This design comes from an exercise in tuning for small area and a short achievable clock period on the open sky130 flow, not from production work.
At most, simulation tests tie the RTL to the original design; equivalence was not proved.
No activity file was given, so power comes from the tool's default toggle rates.

lane 1:
==> flow/design.v (excerpt) <==
module fir_filter #(
    parameter DATA_WIDTH = 16,
    parameter TAPS       = 8
)(
    input  wire                      clk,
    input  wire                      rst,
    input  wire [DATA_WIDTH-1:0]     s_axis_tdata,
    input  wire                      s_axis_tvalid,
    output wire                      s_axis_tready,   
    input  wire                      s_axis_tlast,
    output reg  [DATA_WIDTH-1:0]     m_axis_tdata,
    output reg                       m_axis_tvalid,
    input  wire                      m_axis_tready,   
    output reg                       m_axis_tlast
);
    reg [15:0] s0, s1, t, r1, r2, r3, r4, r5, r6;
    reg       ready;
    reg [2:0] flush_count;
    assign s_axis_tready = ready;
    wire step = s_axis_tvalid | !ready;
    wire [15:0] x = ready ? s_axis_tdata : 16'd0;
    wire [15:0] y, nt, n1, n2, n3, n4, n5;
    fir_add3 #(15) a_y (.a(s0[14:0]), .b({s1[13:0], 1'b0}), .c(r1[15:1]), .s(y[15:1]));
    assign y[0] = r1[0];
    fir_add #(15) a_t (.a(s0[14:0]), .b(s0[15:1]), .s(nt[15:1]));
    assign nt[0] = s0[0];
    fir_add #(15) a_1 (.a(t[14:0]), .b(r2[15:1]), .s(n1[15:1]));
    assign n1[0] = r2[0];
    fir_add #(13) a_2 (.a(s1[12:0]), .b(r3[15:3]), .s(n2[15:3]));
    assign n2[2:0] = r3[2:0];
    fir_add #(15) a_3 (.a(t[14:0]), .b(r4[15:1]), .s(n3[15:1]));
    assign n3[0] = r4[0];
  ...
Size: about 1300 cells after synthesis, roughly 160 flip-flops, roughly 40 I/O pins, roughly 9700 um2 of cells after synthesis.
clock: 7.0 ns
lec_check: 0
abc_area: 1
cap_margin: 20
core_margin: 2
core_utilization: 40
cts_buf_list: sky130_fd_sc_hd__clkbuf_8
cts_cluster_size: 30
setup_slack_margin: 4.7
slew_margin: 20
buffer_ports_args: -buffer_cell sky130_fd_sc_hd__buf_2
cts_args: -sink_clustering_enable -repair_clock_nets -dont_use_dummy_load -sink_clustering_size 40 -sink_clustering_max_diameter 100 -root_buf sky130_fd_sc_hd__clkbuf_16 -buf_list sky130_fd_sc_hd__clkbuf_16
standard.sh (not shown) runs the stock make flow with config.mk's settings and CLKGATE_MAP_FILE= SYNTH_SCRIPT=/design/flow/synth_recipe.tcl, a recipe that flattens the netlist after the stock synthesis.
==> flow/flow/run.sh <==
#!/bin/bash
# Standard ORFS layout, except: the port buffers are plain buffers (buf_2)
# instead of delay cells, the resizer may swap a cell for one of another
# footprint, and CTS adds no dummy loads to balance the clock tree.
# ORFS keeps each step's own log under orfs/logs; make's output goes to layout.log.
set -euo pipefail
cat >> config.mk <<'EOC'
export BUFFER_PORTS_ARGS = -buffer_cell sky130_fd_sc_hd__buf_2
export CTS_ARGS = -sink_clustering_enable -repair_clock_nets -dont_use_dummy_load -sink_clustering_size 40 -sink_clustering_max_diameter 100 -root_buf sky130_fd_sc_hd__clkbuf_16 -buf_list sky130_fd_sc_hd__clkbuf_16
EOC
bash standard.sh MATCH_CELL_FOOTPRINT=0 finish > layout.log 2>&1
Lane 1 went all the way through the flow, and no timing, DRC or antenna check failed.
Edits applied to the flow inputs when going from lane 1 to lane 2:
- putting ABC_CLOCK_PERIOD_IN_PS at 2500 where nothing was set
- clearing CTS_ARGS, which used to be -sink_clustering_enable -repair_clock_nets -dont_use_dummy_load -sink_clustering_size 40 -sink_clustering_max_diameter 100 -root_buf sky130_fd_sc_hd__clkbuf_16 -buf_list sky130_fd_sc_hd__clkbuf_16
- swapping 4.7 for 4.5 in SETUP_SLACK_MARGIN
- clearing ABC_AREA, which used to be 1
==> flow/flow/run.sh <==
#!/bin/bash
# Standard ORFS layout, with the port buffers made of plain buffers
# (buf_2) instead of delay cells, and the resizer free to swap a cell for
# one of another footprint. ORFS keeps each step's own log under orfs/logs.
set -euo pipefail
cat >> config.mk <<'EOC'
export BUFFER_PORTS_ARGS = -buffer_cell sky130_fd_sc_hd__buf_2
EOC
bash standard.sh MATCH_CELL_FOOTPRINT=0 finish > layout.log 2>&1
Notes after the runs:
- Higher initial core utilization goes to lane 1 over lane 2.
- Lane 2 gives more clock network power share than lane 1 did.
- Looking only at worst slack at placement, and setting everything else aside, the lower value of lane 2 and lane 1 goes to lane 1.
- Lane 1 → lane 2: total power has decreased; number of instances in the synthesized netlist has decreased; post-layout minimum cycle time has increased; routed via count divided by cell count has increased.
- Lane 2 and lane 1 ended up with nearly the same last weighted congestion value of the routability-driven placer.
- Lane 2 reached the final stage; the timing, design-rule and antenna checks on its layout passed.
- Lane 1: done, clean on timing, DRC and antenna
- Lane 2 vs. lane 1: worst hold slack now sits higher; number of clock sinks seen by CTS now sits at about the same level.
Inputs modified between lane 2 and lane 3:
- ABC_CLOCK_PERIOD_IN_PS: 2500 -> unset
- CTS_ARGS: unset -> -sink_clustering_enable -repair_clock_nets -dont_use_dummy_load -sink_clustering_size 30 -buf_list sky130_fd_sc_hd__clkbuf_8
- ABC_AREA: unset -> 1
- SETUP_SLACK_MARGIN: 4.5 -> 4.7
==> flow/flow/run.sh <==
#!/bin/bash
# Standard ORFS layout, except: the port buffers are plain buffers (buf_2)
# instead of delay cells, the resizer may swap a cell for one of another
# footprint, and CTS adds no dummy loads to balance the clock tree.
# ORFS keeps each step's own log under orfs/logs; make's output goes to layout.log.
set -euo pipefail
cat >> config.mk <<'EOC'
export BUFFER_PORTS_ARGS = -buffer_cell sky130_fd_sc_hd__buf_2
export CTS_ARGS = -sink_clustering_enable -repair_clock_nets -dont_use_dummy_load -sink_clustering_size 30 -buf_list sky130_fd_sc_hd__clkbuf_8
EOC
bash standard.sh MATCH_CELL_FOOTPRINT=0 finish > layout.log 2>&1
Results
- Looking at the reports, lane 3 completed the entire flow and the layout it produced met the timing, design-rule and antenna checks.
- Floorplan check, lane 3 vs lane 2: die outline larger in lane 3
- Number of nets in the finished design grows by more than 10% when moving from lane 2 to lane 3.
- In the tables for lane 3 and lane 2, multiplexer fraction of the synthesized cell area reads lower with lane 3.
- The slowest cell on the critical path comes out sky130_fd_sc_hd__o211ai_1 in one run and sky130_fd_sc_hd__dfxtp_4 in the other, namely in lane 2 and lane 3 respectively.
- Summary: with lane 2 as the reference, total power in lane 3 moved up by more than 10%.
- Lane 3 and lane 2 ended up with nearly the same final count of pins violating max slew.
- A capture point of the critical path of s_axis_tready is what lane 3 shows, while t[9] belongs to lane 2.
What lane 4 does differently from lane 3 at the input level:
- changing CORE_UTILIZATION from 40 to 65
- removing CTS_CLUSTER_SIZE (formerly 30)
- changing SETUP_SLACK_MARGIN from 4.7 to 4.6
- removing CTS_BUF_LIST (formerly sky130_fd_sc_hd__clkbuf_8)
--- outcome ---
- Clock share of power for lane 4 is lower than for lane 3.
- sky130_fd_sc_hd__dfxtp_4 as the library cell contributing the largest single delay on the critical path was reported by lane 3, and sky130_fd_sc_hd__or2_2 by lane 4.
- What lane 3 reported for post-cts gate resize count has to be multiplied by 0.42 to get the figure for lane 4.
- NOTE via-per-instance ratio lane 3->lane 4 increased by more than 10%
- On worst hold slack, lane 3 tracks lane 4 almost exactly.
- Per the comparison of lane 4 with lane 3, part of the total power dissipated in sequential elements increased 0.8 points; upper clock frequency limit about even; power share of the combinational group has decreased; final routed wire length divided by cell count up 0.68 um.
Modified inputs, lane 5 compared to lane 4
- an added CTS_CLUSTER_SIZE of 30
- an added CTS_BUF_LIST of sky130_fd_sc_hd__clkbuf_8
- a change of CORE_UTILIZATION from 65 to 40
- a change of SETUP_SLACK_MARGIN from 4.6 to 4.7
- a change of CTS_ARGS from -sink_clustering_enable -repair_clock_nets -dont_use_dummy_load -sink_clustering_size 30 -buf_list sky130_fd_sc_hd__clkbuf_8 to -sink_clustering_enable -repair_clock_nets -dont_use_dummy_load -sink_clustering_size 30 -root_buf sky130_fd_sc_hd__clkbuf_16 -buf_list sky130_fd_sc_hd__clkbuf_8
-- flow/flow/run.sh --
<<< lane 4, line 7
cat >> config.mk <<'EOC'
export BUFFER_PORTS_ARGS = -buffer_cell sky130_fd_sc_hd__buf_2
export CTS_ARGS = -sink_clustering_enable -repair_clock_nets -dont_use_dummy_load -sink_clustering_size 30 -buf_list sky130_fd_sc_hd__clkbuf_8
EOC
bash standard.sh MATCH_CELL_FOOTPRINT=0 finish > layout.log 2>&1
>>> lane 5, line 7
cat >> config.mk <<'EOC'
export BUFFER_PORTS_ARGS = -buffer_cell sky130_fd_sc_hd__buf_2
export CTS_ARGS = -sink_clustering_enable -repair_clock_nets -dont_use_dummy_load -sink_clustering_size 30 -root_buf sky130_fd_sc_hd__clkbuf_16 -buf_list sky130_fd_sc_hd__clkbuf_8
EOC
bash standard.sh MATCH_CELL_FOOTPRINT=0 finish > layout.log 2>&1
==> summary.txt <==
Worst endpoint data arrival time, lane 4 and lane 5, higher one = lane 4.
Minimum clock period improves in lane 5 relative to lane 4.
Between lane 4 and lane 5, the number of antenna violations at the first check in global routing figures differ only marginally.
The path length in cells of the critical path of lane 5 exceeds that of lane 4 by 2.
Lane 4 -> lane 5: number of fill cells in the layout increased by more than half

---

fir_filter, a different RTL version from the one above (not shown whole).
For scale: roughly 1100 cells after synthesis, roughly 160 flip-flops, ~9300 sq um of cells after synthesis.
export LEC_CHECK = 0
export ABC_AREA = 1
export CAP_MARGIN = 20
export CORE_MARGIN = 2
export CORE_UTILIZATION = 40
export CTS_BUF_LIST = sky130_fd_sc_hd__clkbuf_8
export CTS_CLUSTER_SIZE = 30
export SETUP_SLACK_MARGIN = 4.5
export SLEW_MARGIN = 20
export BUFFER_PORTS_ARGS = -buffer_cell sky130_fd_sc_hd__buf_2
export CTS_ARGS = -sink_clustering_enable -repair_clock_nets -dont_use_dummy_load -sink_clustering_size 30 -buf_list sky130_fd_sc_hd__clkbuf_8
create_clock -name core_clock -period 7.0 [get_ports {clk}]
==> flow/flow/run.sh <==
#!/bin/bash
# Standard ORFS layout, except: the port buffers are plain buffers (buf_2)
# instead of delay cells, the resizer may swap a cell for one of another
# footprint, and CTS adds no dummy loads to balance the clock tree.
# ORFS keeps each step's own log under orfs/logs; make's output goes to layout.log.
set -euo pipefail
cat >> config.mk <<'EOC'
export BUFFER_PORTS_ARGS = -buffer_cell sky130_fd_sc_hd__buf_2
export CTS_ARGS = -sink_clustering_enable -repair_clock_nets -dont_use_dummy_load -sink_clustering_size 30 -buf_list sky130_fd_sc_hd__clkbuf_8
EOC
bash standard.sh MATCH_CELL_FOOTPRINT=0 finish > layout.log 2>&1
Change:
--- a/flow/config.mk
+++ b/flow/config.mk
@@ -10,7 +10,5 @@
 export CORE_MARGIN = 2
 export CORE_UTILIZATION = 40
-export CTS_BUF_LIST = sky130_fd_sc_hd__clkbuf_8
-export CTS_CLUSTER_SIZE = 30
-export SETUP_SLACK_MARGIN = 4.5
+export SETUP_SLACK_MARGIN = 4.6
 export SLEW_MARGIN = 20
 export BUFFER_PORTS_ARGS = -buffer_cell sky130_fd_sc_hd__buf_2
Final cell count goes up by about 0.9%.
Die area stays the same.
Sequential power is about the same.
Power climbs by 1.5%.
Design area increases by about 2.7%.
Area after synthesis stays the same.
Synthesized cell count stays the same.
Core utilization goes up by 1.2 points.
Global-route usage went up by 1.0 points.
Clock-buffer cell count stays the same.
Register-to-register slack barely changes.
No functional check of the RTL was part of any run of this note.

re-timing with driven ports:
No port has a modelled driver above. Below, the same layouts with a new extraction and two added sets of constraints.
Step 1, drivers: a clkbuf_16 drives clk and a buf_2 each remaining input, both assumed.
Step 2 moves the port delays by t, midway between the first and last clock arrival at a register: inputs arrive t later, outputs are due t later. That takes back most of the time a late clock gives input paths.
a / b / c = ideal / step 1 / step 2; a / b = the first two.
| run | t (ns) | setup WS [ns] | worst hold slack (ns) | worst slew at a driven data input, ns |
|---|---|---|---|---|
| lane 1 | 0.468 | 4.636 / 4.636 / 4.365 | 0.346 / 0.346 / 0.346 | 0.06 |
| lane 2 | 0.503 | 4.456 / 4.456 / 4.012 | 0.362 / 0.362 / 0.362 | 0.06 |
| lane 3 | 0.491 | 4.653 / 4.610 / 4.315 | 0.352 / 0.352 / 0.352 | 0.06 |
| lane 4 | 0.493 | 4.651 / 4.643 / 4.177 | 0.354 / 0.354 / 0.354 | 0.03 |
| lane 5 | 0.423 | 4.676 / 4.676 / 4.390 | 0.359 / 0.359 / 0.359 | 0.06 |
| the first run of note 2 | 0.491 | 4.540 / 4.540 / 4.148 | 0.353 / 0.353 / 0.353 | 0.03 |
| the second run of note 2 | 0.489 | 4.536 / 4.536 / 4.206 | 0.362 / 0.362 / 0.362 | 0.03 |
After both steps every run listed still meets setup and hold. For lane 4, which loses most, drivers alone change the setup slack by -0.008 ns; drivers and shift together by -0.474 ns.
